Background: an optimization exercise with open tools, aiming at small area. Do not read the settings as production practice. In this exercise RTL edits were held to simulation tests only and were not proved equivalent to the original. Power and IR drop assume default switching activity.

==> flow/design.v <==
module reset_synch(rst_n, RST_n, clk);
   input RST_n, clk;  
   output reg rst_n; 
   reg q;
   always @(negedge clk, negedge RST_n)begin
          if(!RST_n)begin
            q<=0;
            rst_n<=0;
          end  
          else begin
            q<=1;
            rst_n<=q;
          end  
   end        
endmodule              
module pwm(PWM_sig, duty, rst_n, clk);
    output reg PWM_sig;
    input clk, rst_n;
    input [9:0] duty;
    reg [9:0] cntr;  
    wire set_PWM, clr_PWM; 
   always @(posedge clk, negedge rst_n)begin
         if (!rst_n) cntr <= 10'h3ff;
         else cntr <= cntr+1;
   end
   always @(posedge clk, negedge rst_n)begin
         if(!rst_n) PWM_sig <= 1'b0;
	 else if(clr_PWM) PWM_sig <=1'b0;
	 else if(set_PWM) PWM_sig <=1'b1;  
   end   
   assign set_PWM = &cntr;
   assign clr_PWM = (cntr == duty) ? 1'b1 : 1'b0;
 endmodule
module pwm1(PWM_sig, rst_n, clk);
    output reg PWM_sig;
    input clk, rst_n;
    localparam DUTY = 8'h8c;
    reg [7:0] cntr;  
    wire set_PWM, clr_PWM; 
   always @(posedge clk, negedge rst_n)begin
         if (!rst_n) cntr<=8'hff;
         else cntr<=cntr+1;
   end
   always @(posedge clk, negedge rst_n)begin
         if(!rst_n) PWM_sig <= 1'b0;
	 else if(clr_PWM) PWM_sig <=1'b0;
	 else if(set_PWM) PWM_sig <=1'b1;  
   end   
   assign set_PWM = &cntr;
   assign clr_PWM = (cntr == DUTY) ? 1'b1 : 1'b0;
 endmodule
module motor_cntrl(clk, rst_n, rht, lft, fwd_rht, fwd_lft, rev_rht, rev_lft);
input clk, rst_n;
input [10:0] rht, lft;
output logic fwd_rht, fwd_lft, rev_rht, rev_lft;
logic [9:0] in_right, in_left; 
logic out_right, out_left;
pwm left_pwm(.PWM_sig(out_right), .duty(in_right), .rst_n(rst_n), .clk(clk));
pwm right_pwm(.PWM_sig(out_left), .duty(in_left), .rst_n(rst_n), .clk(clk));
assign in_right = (rht[10]) ?  ((~rht[9:0])+1) : rht[9:0];  
assign in_left = (lft[10]) ?  ((~lft[9:0])+1) : lft[9:0];  
assign fwd_lft = (lft == 11'h000) ? 1'b1 : 
		 (lft[10] == 1'b0) ? out_left: 1'b0;  
assign rev_lft = (lft == 11'h000) ? 1'b1 : 
		 (lft[10]) ?  out_left : 1'b0;   
assign fwd_rht = (rht == 11'h000) ? 1'b1 : 
		 (rht[10] == 1'b0) ?  out_right : 1'b0;  
assign rev_rht = (rht == 11'h000) ? 1'b1 : 
		(rht[10]) ?  out_right : 1'b0;  
endmodule
module barcode(ID_vld, ID, BC, clr_ID_vld, clk, rst_n);
input logic BC, clr_ID_vld, clk, rst_n;
output logic[7:0] ID;
output logic ID_vld;
typedef enum reg[2:0] {idle, get_time_info, wait_start, smpl, wait_high} state_t;
	state_t state, next_state;
logic BC_filtered, BC_FF0, BC_FF1, BC_FF2, BC_FF3, set, clr, start_timing_cnt, start_smpl_cnt, hold_cnt, shift, vld_en, start_bit;
logic[21:0] timing_cnt, smpl_cnt;
logic [3:0] bit_cnt;
always @(posedge clk, negedge rst_n)begin
	if(!rst_n)begin
		BC_FF0<=1;
		BC_FF1<=1;
		BC_FF2<=1;
		BC_FF3<=1;
	end
	else begin
		BC_FF0<=BC;
		BC_FF1<=BC_FF0;
		BC_FF2<=BC_FF1;
		BC_FF3<=BC_FF2;
	end
end
assign set = BC_FF1&BC_FF2&BC_FF3;
assign clr = ~(BC_FF1|BC_FF2|BC_FF3);
always @(posedge clk, negedge rst_n)begin
	if(!rst_n)
		BC_filtered<=1'b1;
	else if(set)
		BC_filtered<=1'b1;
	else if(clr)
		BC_filtered<=1'b0;
end 
always @(posedge clk, negedge rst_n)
		if(!rst_n)
			timing_cnt<=21'h000000;
		else if(start_timing_cnt)
			timing_cnt<=21'h000000;
		else if(!hold_cnt)
			timing_cnt<=timing_cnt+1;
always @(posedge clk, negedge rst_n)
		if(!rst_n)
			smpl_cnt<=21'h000000;
		else if(start_smpl_cnt)
			smpl_cnt<=21'h000000;
		else
			smpl_cnt<=smpl_cnt+1;
always @(posedge clk, negedge rst_n)
		if(!rst_n)
			bit_cnt<=3'h0;
		else if(start_bit)
			bit_cnt<=3'h0;
		else if(shift)
			bit_cnt<=bit_cnt+1;
always @(posedge clk, negedge rst_n)
	if(!rst_n)
		state<=idle;
	else
		state<=next_state;
always_comb begin
	next_state=idle;
	start_timing_cnt=0;
	hold_cnt=1;
	start_smpl_cnt=0;
	shift=0;
	vld_en=1'b1;
        start_bit =0;
	case(state)
		idle:
			if(~BC_filtered) begin
				next_state=get_time_info;
				start_timing_cnt=1;
				hold_cnt=0;
			end
		get_time_info:
			if(BC_filtered)begin
				next_state=wait_start;
				start_smpl_cnt=1;
				start_bit=1;
			end
			else begin
				next_state=get_time_info;
				hold_cnt=0;
			end
		wait_start:
			if(bit_cnt==8)begin
				next_state=idle;
				vld_en=1'b1;
			end
			else if(&smpl_cnt)  
				next_state=idle;
			else if(BC_filtered)
				next_state=wait_start;
			else begin
				next_state=smpl;
				start_smpl_cnt=1;
			end
		smpl:
			if(smpl_cnt==timing_cnt)begin
				next_state=wait_high;
				shift=1;
			end
			else
				next_state=smpl;
		default:
			if(BC_filtered)
				next_state=wait_start;
			else  
				next_state=wait_high;
	endcase
end
always @(posedge clk, negedge rst_n)
	if(!rst_n)
		ID<= 8'hFF;
	else if(clr_ID_vld)
		ID<= 8'hFF;
	else if(shift)
		ID<= {ID[6:0],BC_filtered};
always @(posedge clk, negedge rst_n)
	if(!rst_n)
		ID_vld<=0;
	else if(clr_ID_vld)
		ID_vld<=0;
	else if((~|ID[7:6]) & vld_en)
		ID_vld<=1;
endmodule
module uart_rcv(rx_rdy, rx_data, clk, rst_n, RX, clr_rx_rdy);
	output [7:0] rx_data;
	output reg rx_rdy;
	input clk, rst_n, RX, clr_rx_rdy;
	logic load, shift, transmitting, set_ready, rx_nr, rx_rd;
	reg [11:0] baud_cnt;
	reg [3:0] bit_cnt;
	reg [9:0] rx_shft;
	typedef enum reg[1:0] {idle, first, rest} state_t;
	state_t state, next_state;
	always @(posedge clk, negedge rst_n)
		if(!rst_n)begin
			rx_nr<=1;
			rx_rd<=1;
		end
		else begin
			rx_nr<=RX;
			rx_rd<=rx_nr;
		end
	always @(posedge clk)
		if(load)
			bit_cnt<=1'h0;
		else if(shift)
			bit_cnt<=bit_cnt+1;
   	 always @(posedge clk)
		if(load)
			baud_cnt<=3'h0;
		else if(shift)
			baud_cnt<=3'h0;
		else if(transmitting)
			baud_cnt<=baud_cnt+1;
	always @(posedge clk, negedge rst_n)
		if(!rst_n)
			rx_shft<=10'h000;
		else if(shift)
			rx_shft<= {rx_rd,rx_shft[9:1]};  
		else if(load)
			rx_shft<=10'h000;
	assign rx_data = rx_shft[8:1];
	always_ff @(posedge clk, negedge rst_n)
		if(!rst_n)
			state<=idle;
		else
			state<=next_state;  	
	always_comb begin
		load=0;
		shift=0;
		transmitting=0;
		set_ready=0;
		next_state=idle;
		case(state)
			idle: if(!rx_rd)begin  
				next_state=first;
				load=1;
			end
			first: if(baud_cnt==1302)begin  
					next_state=rest;
					shift=1;
				end
				else begin
					transmitting=1;  
					next_state=first;  
				end
			default: if(bit_cnt==10)  
					set_ready=1;
				 else if(baud_cnt==2604) begin   
					shift=1;
					next_state=rest;
				 end
				 else begin
					transmitting=1;  
					next_state=rest;
				 end
		endcase
	end
	always @(posedge clk, negedge rst_n)
		if(!rst_n)
			rx_rdy<=0;
		else if(set_ready)
			rx_rdy<=1;
		else if(clr_rx_rdy)
			rx_rdy<=0;
endmodule
module A2D_intf(cnv_cmplt, res, a2d_SS_n, SCLK, MOSI, clk, rst_n, strt_cnv, chnnl, MISO);
output logic cnv_cmplt, a2d_SS_n, SCLK, MOSI;
output logic [11:0] res;
input logic clk,rst_n, strt_cnv, MISO;
input logic [2:0] chnnl;
logic [4:0] SCLK_cnt;
logic [5:0] trans_cnt;
logic shift, clr_cnt, load, set_cnv_cmplt, ready_shift;
logic[15:0] shft_reg, shft_reg_inpt, cmd;
typedef enum reg[1:0] {idle, send, last} state_t;
state_t state, next_state;
always @(posedge clk, negedge rst_n)
	if(!rst_n)
		SCLK_cnt<=5'b11111;
	else if(a2d_SS_n)
		SCLK_cnt<=5'b11111;
	else if(!a2d_SS_n)	
		SCLK_cnt<=SCLK_cnt+1;
assign cmd = {2'b00, chnnl, 11'h000};
assign SCLK = SCLK_cnt[4];
assign shift = &SCLK_cnt[4:1] & !SCLK_cnt[0];
assign shft_reg_inpt = (load)	? cmd[15:0] :
		       (shift)	? {shft_reg[14:0],MISO} :
				shft_reg;
assign res = ~shft_reg[11:0];
always @(posedge clk, negedge rst_n)
	if(!rst_n)
		trans_cnt<=0;
	else if(clr_cnt)
		trans_cnt<=0;
	else if(shift)	
		trans_cnt<=trans_cnt+1;
always@(posedge clk, negedge rst_n)
	if(!rst_n)
		shft_reg<=16'h0000;
	else
		shft_reg<= shft_reg_inpt;
assign MOSI = shft_reg[15];
always @(posedge clk, negedge rst_n)
	if(!rst_n)
		state<=idle;
	else
		state<=next_state;
always@(posedge clk, negedge rst_n)
	if(!rst_n)
		cnv_cmplt<=0;
	else if(strt_cnv)
		cnv_cmplt<=0;
	else if(set_cnv_cmplt)
		cnv_cmplt<=1;
always_comb begin
	next_state=idle;
	clr_cnt=0;
	a2d_SS_n=1;
	load=0;
	set_cnv_cmplt=0;
	ready_shift=0;
	case(state)
		idle: if(strt_cnv)begin
				next_state= send;
				clr_cnt=1;  
				a2d_SS_n=0;
				load=1;
			end
		send: if(trans_cnt[5])begin   
				next_state = last;
				a2d_SS_n=0;   
    			end
     		        else begin
				next_state=send; 
				a2d_SS_n=0;
      		      	end
		default: 
			if(SCLK_cnt==3)
				set_cnv_cmplt=1;
			else begin   
				a2d_SS_n=0;
				next_state=last;
			end	
	endcase
end
endmodule
module alu(dst,src1sel, accum, iterm, error, fwd,
               src0sel, a2d_res, intgrl, icomp, pcomp, pterm,
               mult2, mult4, sub, saturate, multiply);
		output [15:0]dst;
    input [2:0]src1sel;
    input [15:0] accum;
    input [11:0] iterm, error, fwd; 
    input [2:0] src0sel;
    input [11:0] a2d_res, intgrl, icomp;
    input [15:0] pcomp;
    input [13:0] pterm;
    input mult2, mult4, sub, saturate, multiply;
    localparam ACCUM = 3'b000;
    localparam ITERM = 3'b001;
    localparam ERROR0 = 3'b010;
    localparam ERROR1 = 3'b011;
    localparam FWD = 3'b100;    
    localparam ADRES = 3'b000;
    localparam INTG = 3'b001;
    localparam ICOM = 3'b010;
    localparam PCOM = 3'b011;
    localparam PTER = 3'b100;
	wire [15:0] src1, pre_src0, scaled_src0, src0;
	wire [15:0] add_o, add_o_s;
    	wire signed  [14:0] op1, op0;
    	wire signed  [29:0] mult_o;
    	wire [15:0] mult_o_s; 
    	assign {src1} = (src1sel==ACCUM)  ? accum:
                    (src1sel==ITERM)  ? {4'b0000,iterm}:
                    (src1sel==ERROR0) ? {{4{error[11]}}, error}:
                    (src1sel==ERROR1) ? {{8{error[11]}}, error[11:4]}:
                    (src1sel==FWD)    ? {4'b0000, fwd}:
                                        16'h0000;    
    	assign {pre_src0} = (src0sel==ADRES)  ? {4'b0000,a2d_res}:
                        (src0sel==INTG)   ? {{4{intgrl[11]}}, intgrl}:
                        (src0sel==ICOM)   ? {{4{icomp[11]}}, icomp}:
                        (src0sel==PCOM)   ? pcomp:
                        (src0sel==PTER)   ? {2'b00, pterm}:
                                          16'h0000;                                        
    	assign {scaled_src0} = (mult4) ? pre_src0<<2:
                           (mult2) ? pre_src0<<1: pre_src0;
  	assign {src0} = (sub) ?  ~scaled_src0 : scaled_src0;                   
  	assign{add_o} = src1+src0+sub;  
  	assign op1 = src1[14:0];
  	assign op0 = src0[14:0];
  	assign mult_o = op1*op0;
    	assign{add_o_s} = (saturate) ?
		      ((add_o[15])     ? 
                      ((&add_o[14:11]) ? add_o : 16'hf800) :
                      ((|add_o[14:11]) ? 16'h07ff : add_o)): add_o;
     	assign{mult_o_s} = (mult_o[29])    ? 
                        ((&mult_o[27:26]) ? mult_o[27:12] : 16'h c000) :
                        ((|mult_o[27:26]) ? 16'h 3fff : mult_o[27:12]);   
	assign{dst}  = (multiply) ? mult_o_s : add_o_s;                              
endmodule                                        
module motion(addr, strt_cnv, lft, rht, IR_out_en, IR_mid_en, IR_in_en, res, cnv_cmplt, go, clk, rst_n);
output reg[10:0] lft, rht;
output reg[2:0] addr;
output reg strt_cnv, IR_out_en, IR_mid_en, IR_in_en;
input[11:0] res;
input cnv_cmplt, go, clk, rst_n;
logic[12:0] tmr;
logic[2:0] chnnl;
logic[1:0] itg_cnt;
logic rst_chnnl, inc_chnnl, clr_tmr, inc_itg_cnt, wrt_en_Intgrl, wrt_en_Icomp, wrt_en_Pcomp,
			wrt_en_Accum, wrt_en_rht, wrt_en_lft, wrt_en_Error, clr_accum, intg_en;
localparam Pterm = 14'h37e0;
localparam Iterm = 12'h380;
logic[15:0] dst;
logic[15:0] Accum, Pcomp;
logic[11:0] Fwd, Error, Intgrl, Icomp;
logic multiply, sub, mult2, mult4, saturate, PWM_sig, IR_en;
typedef enum reg[3:0] {IDLE, RDY, STRT_CNV_1, RHT_ACCUM, STRT_CNV_2, CALC_INTGRL, 
				CALC_ICOMP, CALC_PCOMP, CALC_ACCUM_1, CALC_RHT, CALC_ACCUM_2, CALC_LFT} state_t;
state_t state, nxt_state;
typedef enum reg[2:0] {ACCUM, ITERM, ERROR0, ERROR1, FWD} src1_sel_sig;
src1_sel_sig src1_sel;
typedef enum reg[2:0] {A2D_RES, INTGRL, ICOMP, PCOMP, PTERM} src0_sel_sig;
src0_sel_sig src0_sel;
pwm1 ir_pwm(.PWM_sig(PWM_sig), .rst_n(rst_n), .clk(clk));
alu my_ALU(.dst(dst), .src1sel(src1_sel), .src0sel(src0_sel), .accum(Accum), .pcomp(Pcomp), .pterm(Pterm), 
		   .fwd(Fwd), .a2d_res(res), .error(Error), .intgrl(Intgrl), .icomp(Icomp), .iterm(Iterm), .multiply(multiply),
		   .sub(sub), .mult2(mult2), .mult4(mult4), .saturate(saturate));
always @(posedge clk, negedge rst_n)
	if(!rst_n)
		tmr<=0;
	else if(clr_tmr)
		tmr<=0;
	else
		tmr<=tmr+1;
always @(posedge clk, negedge rst_n)
	if(!rst_n)
		chnnl<=3'h0;
	else if(rst_chnnl)
		chnnl<=3'h0;
	else if(inc_chnnl)
		chnnl<=chnnl+1;
always @(posedge clk, negedge rst_n)
	if(!rst_n)
		 itg_cnt <= 2'b00;
	else if(inc_itg_cnt)
		 itg_cnt <= itg_cnt + 1'b1;
assign wrt_en_Intgrl = (&itg_cnt) & intg_en ;
always_ff @(posedge clk, negedge rst_n)
	if (!rst_n)
		Fwd <= 12'h000;
	else if (~go)  
		Fwd <= 12'b000;  
	else if (wrt_en_Intgrl & ~&Fwd[10:8])  
		Fwd <= Fwd + 1'b1;  
always @(posedge clk, negedge rst_n)
	if(!rst_n)
		Accum <= 16'h0000;
	else if(clr_accum)
		Accum <= 16'h0000;
	else if(wrt_en_Accum)
		Accum <= dst;
always @(posedge clk, negedge rst_n)
	if(!rst_n)
		Error <= 12'h000;
	else if(wrt_en_Error)
		Error <= dst[11:0];
always @(posedge clk, negedge rst_n)
	if(!rst_n)
		Intgrl <= 12'h000;
	else if(wrt_en_Intgrl)  
		Intgrl <= dst[11:0];
always @(posedge clk, negedge rst_n)
	if(!rst_n)
		Icomp <= 12'h000;
	else if(wrt_en_Icomp)
		Icomp <= dst[11:0];
always @(posedge clk, negedge rst_n)
	if(!rst_n)
		Pcomp <= 16'h0000;
	else if(wrt_en_Pcomp)
		Pcomp <= dst;
always_ff @(posedge clk, negedge rst_n)
	if (!rst_n)
		lft <= 12'h000;
	else if (!go)
		lft <= 12'h000;
	else if (wrt_en_lft)
		lft <= dst[11:1];
always_ff @(posedge clk, negedge rst_n)
	if (!rst_n)
		rht <= 12'h000;
	else if (!go)
		rht <= 12'h000;
	else if (wrt_en_rht)
		rht <= dst[11:1];
assign addr = 	(chnnl == 3'b000) ? 3'b001:
		(chnnl == 3'b001) ? 3'b000:
		(chnnl == 3'b010) ? 3'b100:
		(chnnl == 3'b011) ? 3'b010:
		(chnnl == 3'b100) ? 3'b011:
		3'b111;
always @(posedge clk, negedge rst_n)
	if(!rst_n)
		state <= IDLE;
	else
		state <= nxt_state;
always_comb begin
	nxt_state = IDLE;
	strt_cnv = 1'b0;
	clr_tmr = 1'b0;
	rst_chnnl =1'b0;
	inc_chnnl = 1'b0;
	mult2 = 1'b0;
	mult4 = 1'b0;
	multiply = 1'b0;
	sub = 1'b0;
	inc_itg_cnt = 1'b0;
	wrt_en_Accum = 1'b0;
	wrt_en_Error = 1'b0;
	wrt_en_Icomp = 1'b0;
	wrt_en_Pcomp = 1'b0;
	wrt_en_rht = 1'b0;
	wrt_en_lft = 1'b0;
	IR_en = 1'b0;
	src0_sel =A2D_RES;
	src1_sel = ACCUM;
	clr_accum = 1'b0;
	saturate = 1'b0;	
	intg_en =1'b0;
	case(state)
		IDLE:		if(go) begin
					nxt_state = RDY;
					rst_chnnl = 1'b1;
					clr_tmr = 1'b1;
					clr_accum=1'b1;
				        IR_en = 1'b1;
				end
		RDY:	begin
				IR_en = 1'b1;
				if(tmr == 4096) begin
					nxt_state = STRT_CNV_1;
					strt_cnv = 1'b1;
				end
				else begin
					nxt_state = RDY;			
				end
			end
		STRT_CNV_1:	begin
				IR_en = 1'b1;
				if(cnv_cmplt)begin
					wrt_en_Accum = 1'b1;
					inc_chnnl = 1'b1;
					nxt_state = RHT_ACCUM;
					clr_tmr = 1'b1;
					if(chnnl == 2)
						mult2 = 1'b1;
					else if(chnnl == 4)
						mult4 = 1'b1;
				end				
				else
					nxt_state = STRT_CNV_1;
			end
		RHT_ACCUM:	begin
				IR_en = 1'b1;
				if(tmr == 32)begin	
					nxt_state = STRT_CNV_2;
					strt_cnv = 1'b1;		
				end
				else
					nxt_state = RHT_ACCUM;
			end
		STRT_CNV_2:	if(cnv_cmplt)begin
					if(chnnl == 1) begin
						inc_chnnl=1'b1;
						wrt_en_Accum = 1'b1;
						sub = 1'b1;
						nxt_state=RDY;
					end
					else if(chnnl == 3) begin
						inc_chnnl=1'b1;
						wrt_en_Accum = 1'b1;
						mult2 = 1'b1;
						sub = 1'b1;
						nxt_state=RDY;
					end
					else if(chnnl == 5) begin
						wrt_en_Error = 1'b1;
						mult4 = 1'b1;
						sub = 1'b1;
						saturate = 1'b1;
						nxt_state=CALC_INTGRL;
					end
				end
				else begin
					nxt_state = STRT_CNV_2;
					IR_en = 1'b1;
				end	
		CALC_INTGRL:	begin
					nxt_state = CALC_ICOMP;
					saturate = 1'b1;
					src0_sel = INTGRL;
					src1_sel = ERROR1;
					intg_en =1'b1;
					clr_tmr = 1'b1;
				end
		CALC_ICOMP:	begin
					multiply = 1'b1;
					src0_sel = INTGRL;
					src1_sel = ITERM;
					if(tmr[0]) begin
						nxt_state = CALC_PCOMP;
						wrt_en_Icomp = 1'b1;
					end
					else
					nxt_state= CALC_ICOMP;
				end
		CALC_PCOMP:	begin
					multiply = 1'b1;
					src0_sel = PTERM;
					src1_sel = ERROR0;
					if(tmr[0]) begin
						nxt_state = CALC_ACCUM_1;
						wrt_en_Pcomp = 1'b1;
					end
					else
					nxt_state=CALC_PCOMP;
				end
		CALC_ACCUM_1:	begin
					nxt_state = CALC_RHT;
					wrt_en_Accum = 1'b1;
					sub = 1'b1;
					src0_sel = PCOMP;
					src1_sel = FWD;
				end
		CALC_RHT:	begin
					nxt_state = CALC_ACCUM_2;
					wrt_en_rht = 1'b1;
					saturate = 1'b1;
					sub = 1'b1;
					src0_sel = ICOMP;
					src1_sel = ACCUM;
				end
		CALC_ACCUM_2:	begin
					nxt_state = CALC_LFT;
					wrt_en_Accum = 1'b1;
					src0_sel = PCOMP;
					src1_sel = FWD;
				end
		default:	begin
					wrt_en_lft = 1'b1;
					saturate = 1;
					src0_sel = ICOMP;
					src1_sel = ACCUM;
					inc_itg_cnt = 1'b1;
				end
	endcase
end
  assign IR_in_en = (IR_en && ~|chnnl[2:1]) ? PWM_sig : 1'b0; 
  assign IR_mid_en = (IR_en && ~chnnl[2] && chnnl[1]) ? PWM_sig : 1'b0; 
  assign IR_out_en = (IR_en && chnnl[2]) ? PWM_sig : 1'b0; 
endmodule	
module cmd_intf(buzz, buzz_n, clr_cmd_rdy, go, in_transit, clr_ID_vld, ID, ID_vld, cmd_rdy, OK2Move, cmd, clk, rst_n);
output logic clr_cmd_rdy, go, in_transit, clr_ID_vld, buzz, buzz_n;
input[7:0] cmd, ID;
input ID_vld, cmd_rdy, OK2Move, clk, rst_n;
typedef enum reg {IDLE, CMD_CNTRL} state_t;
state_t state, nxt_state;
logic[12:0]count;
logic[5:0] dest_ID, dest_ID_inp;
logic buzz_en, inv_buzz, capture_ID, clr_in_transit, set_in_transit;
always @(posedge clk, negedge rst_n)
	if(!rst_n) 
		count <= 13'h0000;
	else if(buzz_en && count < 6250) 
		count <= count + 1;
	else if(buzz_en &&  count == 6250)
		count <= 13'h0000;
assign inv_buzz = (count == 6249) ? 1'b1: 1'b0;   
always @(posedge clk, negedge rst_n)
	if(!rst_n) begin
		buzz <= 1'b0;
		buzz_n <= 1'b1;
	end
	else if(!buzz_en)begin
		buzz <=1'b0;
		buzz_n <=1'b1;
	end
	else if(inv_buzz) begin
		buzz <= ~buzz;
		buzz_n <= ~buzz_n;
	end
	else begin
		buzz <= buzz;
		buzz_n <= buzz_n;
	end
always @(posedge clk, negedge rst_n)
	if(!rst_n)
		in_transit <= 1'b0;
	else if(clr_in_transit)
		in_transit <= 1'b0;
	else if(set_in_transit)
		in_transit <= 1'b1;
	else
		in_transit <= in_transit;
assign buzz_en = in_transit & ~OK2Move;
assign dest_ID_inp = (capture_ID) ? cmd[5:0] : dest_ID;
always @(posedge clk, negedge rst_n)
	if(!rst_n)
		dest_ID <= 6'h00;
	else if(capture_ID)
		dest_ID <= dest_ID_inp;
assign go = in_transit & OK2Move;
always @(posedge clk, negedge rst_n)
	if(!rst_n)
		state <= IDLE;
	else
		state <= nxt_state;
always_comb begin
	nxt_state = IDLE;
	set_in_transit = 1'b0;
	clr_in_transit = 1'b0;
	capture_ID = 1'b0;
	clr_cmd_rdy = 1'b0;
	clr_ID_vld = 1'b0;
	case(state)
		IDLE: 		if(cmd_rdy && cmd[7:6] == 2'b01) begin  
					nxt_state = CMD_CNTRL;  
					set_in_transit = 1'b1;
					capture_ID = 1'b1;
					clr_cmd_rdy = 1'b1;	
				end
		  		else if(cmd_rdy)
						clr_cmd_rdy = 1'b1;  
		default:	if(cmd_rdy && cmd[7:6] == 2'b01) begin  
					nxt_state = CMD_CNTRL;
					set_in_transit = 1'b1;
					capture_ID = 1'b1;
					clr_cmd_rdy = 1'b1;
				end
				else if((!cmd_rdy && !ID_vld) || (cmd_rdy && cmd[7:6] != 2'b01 && 
						cmd[7:6] != 2'b00 && !ID_vld)) begin
					nxt_state = CMD_CNTRL;
					if(cmd_rdy)
						clr_cmd_rdy = 1'b1;  
				end
				else if((!cmd_rdy && ID_vld && ID[5:0] != dest_ID) || (cmd_rdy && cmd[7:6] != 2'b01 &&
						cmd[7:6] != 2'b00 && ID_vld && ID[5:0] != dest_ID)) begin
					nxt_state = CMD_CNTRL;
					clr_ID_vld = 1'b1;
					if(cmd_rdy)
						clr_cmd_rdy = 1'b1;  
				end
				else if(cmd_rdy && cmd[7:6] == 2'b00) begin
					clr_in_transit = 1'b1;
					clr_cmd_rdy = 1'b1;
				end
				else begin
					clr_ID_vld = 1'b1;
					clr_in_transit = 1'b1;
					if(cmd_rdy)
						clr_cmd_rdy = 1'b1;  
				end
	endcase
end
endmodule
module dig_core(clk,rst_n,cmd_rdy,cmd,clr_cmd_rdy,lft,rht,buzz,buzz_n,
                in_transit,OK2Move,ID,clr_ID_vld,ID_vld,cnv_cmplt,strt_cnv,
				chnnl,A2D_res,IR_in_en, IR_mid_en, go,IR_out_en,led);
  input clk,rst_n;			 
  input cmd_rdy;			 
  input [7:0] cmd;			 
  input OK2Move;			 
  input [7:0] ID;			 
  input ID_vld;				 
  input cnv_cmplt;			 
  input [11:0] A2D_res;		 
  output clr_cmd_rdy;					 
  output [10:0] lft,rht;				 
  output buzz,buzz_n;					 
  output in_transit;					 
  output clr_ID_vld;					 
  output strt_cnv;						 
  output [2:0] chnnl;					 
  output IR_in_en,IR_mid_en,IR_out_en;	 
  output [7:0] led;						 
  output go;							 
  assign led = 8'h00;
  cmd_intf cmd_cntrl(.buzz(buzz), .buzz_n(buzz_n), .clr_cmd_rdy(clr_cmd_rdy), .go(go), .in_transit(in_transit), .clr_ID_vld(clr_ID_vld), 
		.ID(ID), .ID_vld(ID_vld), .cmd_rdy(cmd_rdy), .OK2Move(OK2Move), .cmd(cmd), .clk(clk), .rst_n(rst_n));
  motion motion_cntrl(.addr(chnnl), .strt_cnv(strt_cnv), .lft(lft), .rht(rht), .IR_out_en(IR_out_en), 
		.IR_mid_en(IR_mid_en), .IR_in_en(IR_in_en), .res(A2D_res), .cnv_cmplt(cnv_cmplt), .go(go), .clk(clk), .rst_n(rst_n));			
endmodule
module Follower(clk,RST_n,led,a2d_SS_n,SCLK,MISO,MOSI,rev_rht,
                rev_lft,fwd_rht,fwd_lft,IR_in_en,IR_mid_en,IR_out_en,
				in_transit,OK2Move,buzz,buzz_n,BC,RX);
  input clk,RST_n;			 
  input MISO;				 
  input BC;					 
  input OK2Move;			 
  input RX;					 
  output [7:0] led;				 
  output a2d_SS_n,SCLK,MOSI;	 
  output rev_rht,fwd_rht;		 
  output rev_lft,fwd_lft;		 
  output IR_in_en,IR_mid_en,IR_out_en;	 
  output buzz,buzz_n;			 
  output in_transit;			 
  wire [10:0] lft, rht;			 
  wire [7:0] cmd;				 
  wire [7:0] ID;				 
  wire [11:0] A2D_res;			 
  wire [2:0] chnnl;				 
  wire cmd_rdy, clr_cmd_rdy, clr_ID_vld, ID_vld;
  wire cnv_cmplt, strt_cnv; 
  wire rst_n;
  reset_synch iRST(.clk(clk), .RST_n(RST_n), .rst_n(rst_n));
  dig_core iCORE(.clk(clk),.rst_n(rst_n),.cmd_rdy(cmd_rdy),.cmd(cmd),.led(led),
			     .clr_cmd_rdy(clr_cmd_rdy),.lft(lft),.rht(rht),.buzz(buzz),
				 .buzz_n(buzz_n),.in_transit(in_transit),.OK2Move(OK2Move),.ID(ID),
				 .clr_ID_vld(clr_ID_vld),.ID_vld(ID_vld),.strt_cnv(strt_cnv),
				 .cnv_cmplt(cnv_cmplt),.chnnl(chnnl),.A2D_res(A2D_res),.go(go),
				 .IR_in_en(IR_in_en),.IR_mid_en(IR_mid_en),.IR_out_en(IR_out_en));
  uart_rcv iCMD(.clk(clk),.rst_n(rst_n),.RX(RX),.rx_rdy(cmd_rdy),.rx_data(cmd),
             .clr_rx_rdy(clr_cmd_rdy));
  motor_cntrl iMTR(.clk(clk), .rst_n(rst_n), .lft(lft), .rht(rht), .fwd_lft(fwd_lft),
                   .rev_lft(rev_lft), .fwd_rht(fwd_rht), .rev_rht(rev_rht));
  barcode iBC(.clk(clk),.rst_n(rst_n),.BC(BC),.ID_vld(ID_vld),.clr_ID_vld(clr_ID_vld),
              .ID(ID));
  A2D_intf iA2D(.clk(clk),.rst_n(rst_n),.strt_cnv(strt_cnv),.cnv_cmplt(cnv_cmplt),.chnnl(chnnl),
                .res(A2D_res),.a2d_SS_n(a2d_SS_n),.SCLK(SCLK),.MOSI(MOSI),.MISO(MISO));
endmodule
==> flow/run.sh <==
#!/bin/bash
# synth_recipe.tcl (not shown) runs the flow's synth.tcl, then flattens the netlist and writes it again
# the make line also repeats each setting of config.mk as NAME=value (left out here)
make -C /OpenROAD-flow-scripts/flow DESIGN_CONFIG=/design/flow/config.mk WORK_HOME=/design/flow/orfs CLKGATE_MAP_FILE= SYNTH_SCRIPT=/design/flow/synth_recipe.tcl finish
==> flow/config.mk <==
export PLATFORM = sky130hd
export DESIGN_NAME = Follower
export DESIGN_NICKNAME = Follower
export VERILOG_FILES = /design/flow/design.v
export SDC_FILE = /design/flow/constraint.sdc
export NUM_CORES = 4
export LEC_CHECK = 0
export CAP_MARGIN = 20
export CORE_MARGIN = 2
export CORE_UTILIZATION = 40
export SLEW_MARGIN = 20
==> flow/constraint.sdc <==
create_clock -name core_clock -period 20.0 [get_ports {clk}]
set_input_delay 4.0000 -clock core_clock [delete_from_list [all_inputs] [get_ports {clk}]]
set_output_delay 4.0000 -clock core_clock [all_outputs]
set_load 0.01 [all_outputs]
==> results.json <==
{
  "cp_top_family": "buffers and inverters",
  "clkLatencyLatePin_ns": 0.53,
  "totalPowerFinal_w": 0.00147,
  "port_buffers": 18,
  "yosys.cell_types.count": 94,
  "area.growth.synth_to_final_pct": 9.90,
  "synth-edff-count": 0,
  "post-route-drc-count": 0,
  "timing.rr.start": "iRST.rst_n$_DFF_NN0_",
  "ys_ff_latch": 305,
  "vdd_drop_max_v": 0.0000489,
  "cts_tree": "yes",
  "cts_buffers": 36,
  "startpoint_type": "primary input",
  "rr_endpoint": "iCORE.motion_cntrl.Fwd[5]$_DFFE_PN0P_",
  "finalHoldViolCount": 0,
  "grt.overflow.total": 0,
  "rr_worst_depth": 3,
  "power_density_nw_per_um2": 52.9,
  "yosysSeqAreaShare": 0.300,
  "dieHeight_um": 256,
  "die_w_um": 256,
  "wl_per_cell_um": 17.1,
  "cp.depth": 1,
  "syn_inst": 2866,
  "grt_max_degree": 84,
  "postSynthAreaPerCell_um2": 8.84,
  "crit_fanout": 2,
  "drive_gt1_frac": 0.0730,
  "drt_iter0_markers": 1450,
  "top_regs": "iBC.smpl_cnt: 22 flops, iBC.timing_cnt: 22 flops",
  "r2r_setup_slack_ns": 7.45,
  "rows": 92,
  "startpoint": "RST_n",
  "start_util": 0.403,
  "postCtsHoldBufs": 0,
  "root_buffer": "clkbuf_16",
  "gp_congestion": 0.923,
  "max-cap-violations": 0,
  "placed_area_um2": 26500,
  "post-route-util": 0.443,
  "slowest_stage": "clkdlybuf4s50_1",
  "htreeDepth": 2,
  "worstPathCellList": "clkdlybuf4s50_1",
  "timing.setup.tns_ns": 0,
  "die_area_um2": 65400,
  "max_stage_delay_ns": 0.50,
  "cts_sinks": 305,
  "synth-main-ff-cell": "dfrtp_1",
  "worstPathRequired_ns": 10.82,
  "max_slew_margin": 0.305,
  "p_leak_nw": 13.2,
  "post_cts_resized": 0,
  "hold_path_class": "reg2reg",
  "ant_nets": 0,
  "path_clk_slew_ns": 0.04,
  "status": "complete, no violations",
  "dp.final_hpwl_um": 48000,
  "end_kind": "asynchronous set/reset pin",
  "cp_data_arrival_time_ns": 4.50,
  "rsz0062_at_grt": "false",
  "skew_ns": 0.0144,
  "yosysWarnings": 13,
  "drt-pass1-iter-count": 5,
  "grt_pass1_vias": 20000,
  "final_area_um2": 27900,
  "antenna_found_initial": 1,
  "critPathKind": "in2async",
  "setup_violations": 0,
  "tightestPinTransition_ns": 1.04,
  "cts_buffer_depth": 3,
  "path_buf_inv": 1,
  "grt_pass1_wl_um": 106000,
  "core_region_area_um2": 62900,
  "netlist_area_um2": 25300,
  "io_pins": 27,
  "drv_slew": 0,
  "layout.nets": 3212,
  "vias": 19700,
  "synthArstFlopShare": 0.948,
  "grt.total_usage": 0.198,
  "num_antenna_cells": 0,
  "cts_setup_buffers": 0,
  "wirelength_um": 63700,
  "vias_per_cell": 5.28,
  "critPathCapture": "iRST.q$_DFF_NN0_"
}
==> layer usage <==
layer	global-route usage	vias to the layer above	share of wire
met2	0.331	494	0.48
met3	0.0358	105	0.060
met4	0.0582	0	0.027
met1	0.263	9807	0.43
met5	0	-	0
li1	-	9325	-
==> per-stage QoR <==
stage | cells | worst slack [ns] | hold WS (ns)
after floorplan | 2873 | 1.35 | 0.292
after global placement | 3668 | 5.78 | 0.308
after detailed placement | 3668 | 5.78 | 0.298
after CTS | 3734 | 6.33 | 0.299
after global routing | 3736 | 6.30 | 0.313
final | 3736 | 6.32 | 0.295
==> synthesized netlist by cell type (8+ instances only) <==
library cell	count	area [um2]
o211ai_1	19	143
o21ai_1	13	65.1
nand3_1	84	420
nand2b_1	22	138
buf_1	8	30.0
o21a_1	21	158
dfrtp_1	238	5960
o21ai_0	123	616
dfstp_2	49	1290
dfxtp_1	16	320
a31oi_1	17	106
clkinv_1	9	33.8
and2_1	29	181
xor2_1	81	709
and3_1	34	213
nand4_1	25	156
nor3_1	29	145
or3_1	19	119
mux2_2	14	158
nor4_1	10	62.6
fa_1	222	4440
nand2_1	396	1490
mux2i_1	23	230
a211oi_1	20	150
clkbuf_1	82	308
buf_4	11	82.6
nor2_1	312	1170
a21o_1	14	105
o41ai_1	9	78.8
nor2b_1	24	150
ha_1	122	1530
a21oi_1	121	606
xnor2_1	137	1200
o31ai_1	23	173
inv_1	351	1320
==> kinds of logic after synthesis <==
| family | Yosys count | synth area share |
|---|---|---|
| xor gates and xnor gates | 220 | 0.0769 |
| other | 2 | 0.000296 |
| and+or+nand+nor | 1030 | 0.183 |
| buffers and inverters | 470 | 0.0715 |
| DFF | 305 | 0.300 |
| muxes | 38 | 0.0158 |
| AOI/OAI and AO/OA | 456 | 0.116 |
| adders and majority gates | 345 | 0.236 |
==> cells in the final DEF, fill, tap and decap left out, drive strengths merged, types with 14 or more instances in the layout <==
cell / n
inv: 354
mux2i: 24
o211ai: 20
a31oi: 19
a211oi: 22
and2: 29
nand4: 25
and3: 34
nand3: 85
dfxtp: 16
o21a: 21
ha: 122
mux2: 14
xnor2: 138
clkbuf: 50
a21oi: 125
o31ai: 23
dfrtp: 238
buf: 40
or3: 19
fa: 222
clkinv: 19
nand2b: 22
nand2: 396
clkdlybuf4s50: 18
a21o: 15
nor2: 312
o21ai: 136
nor2b: 24
dfstp: 49
nor3: 32
xor2: 81
==> final cells by class <==
class                   count  area [um2]
fillers                  6152       35000
multi-input cells        2098       16000
flip-flops and latches    305        7610
inverters                 363        1360
clock buffers              50        1070
well taps                 846        1060
repair buffers             58         512
clock inverters            16         218
==> where the power goes <==
| part | switching (W) | leakage [nW] | internal [W] | total (W) |
|---|---|---|---|---|
| clock network | 0.000266 | 0.635 | 0.000438 | 0.000704 |
| logic | 0.0000606 | 8.77 | 0.0000403 | 0.000101 |
| registers | 0.0000268 | 3.76 | 0.000642 | 0.000669 |
| total | 0.000354 | 13.2 | 0.00112 | 0.00147 |
==> worst min-delay path by stage <==
| stage | slack, ns | cells past startpoint | to | start |
|---|---|---|---|---|
| 6_report | 0.29 | 0 | iRST.rst_n$_DFF_NN0_ | iRST.q$_DFF_NN0_ |
| 4_1_cts | 0.30 | 0 | iRST.rst_n$_DFF_NN0_ | iRST.q$_DFF_NN0_ |
| 3_5_place_dp | 0.30 | 0 | iRST.rst_n$_DFF_NN0_ | iRST.q$_DFF_NN0_ |
| 2_1_floorplan | 0.29 | 0 | iRST.rst_n$_DFF_NN0_ | iRST.q$_DFF_NN0_ |
| 5_1_grt | 0.31 | 0 | iRST.rst_n$_DFF_NN0_ | iRST.q$_DFF_NN0_ |
| 3_3_place_gp | 0.31 | 0 | iRST.rst_n$_DFF_NN0_ | iRST.q$_DFF_NN0_ |
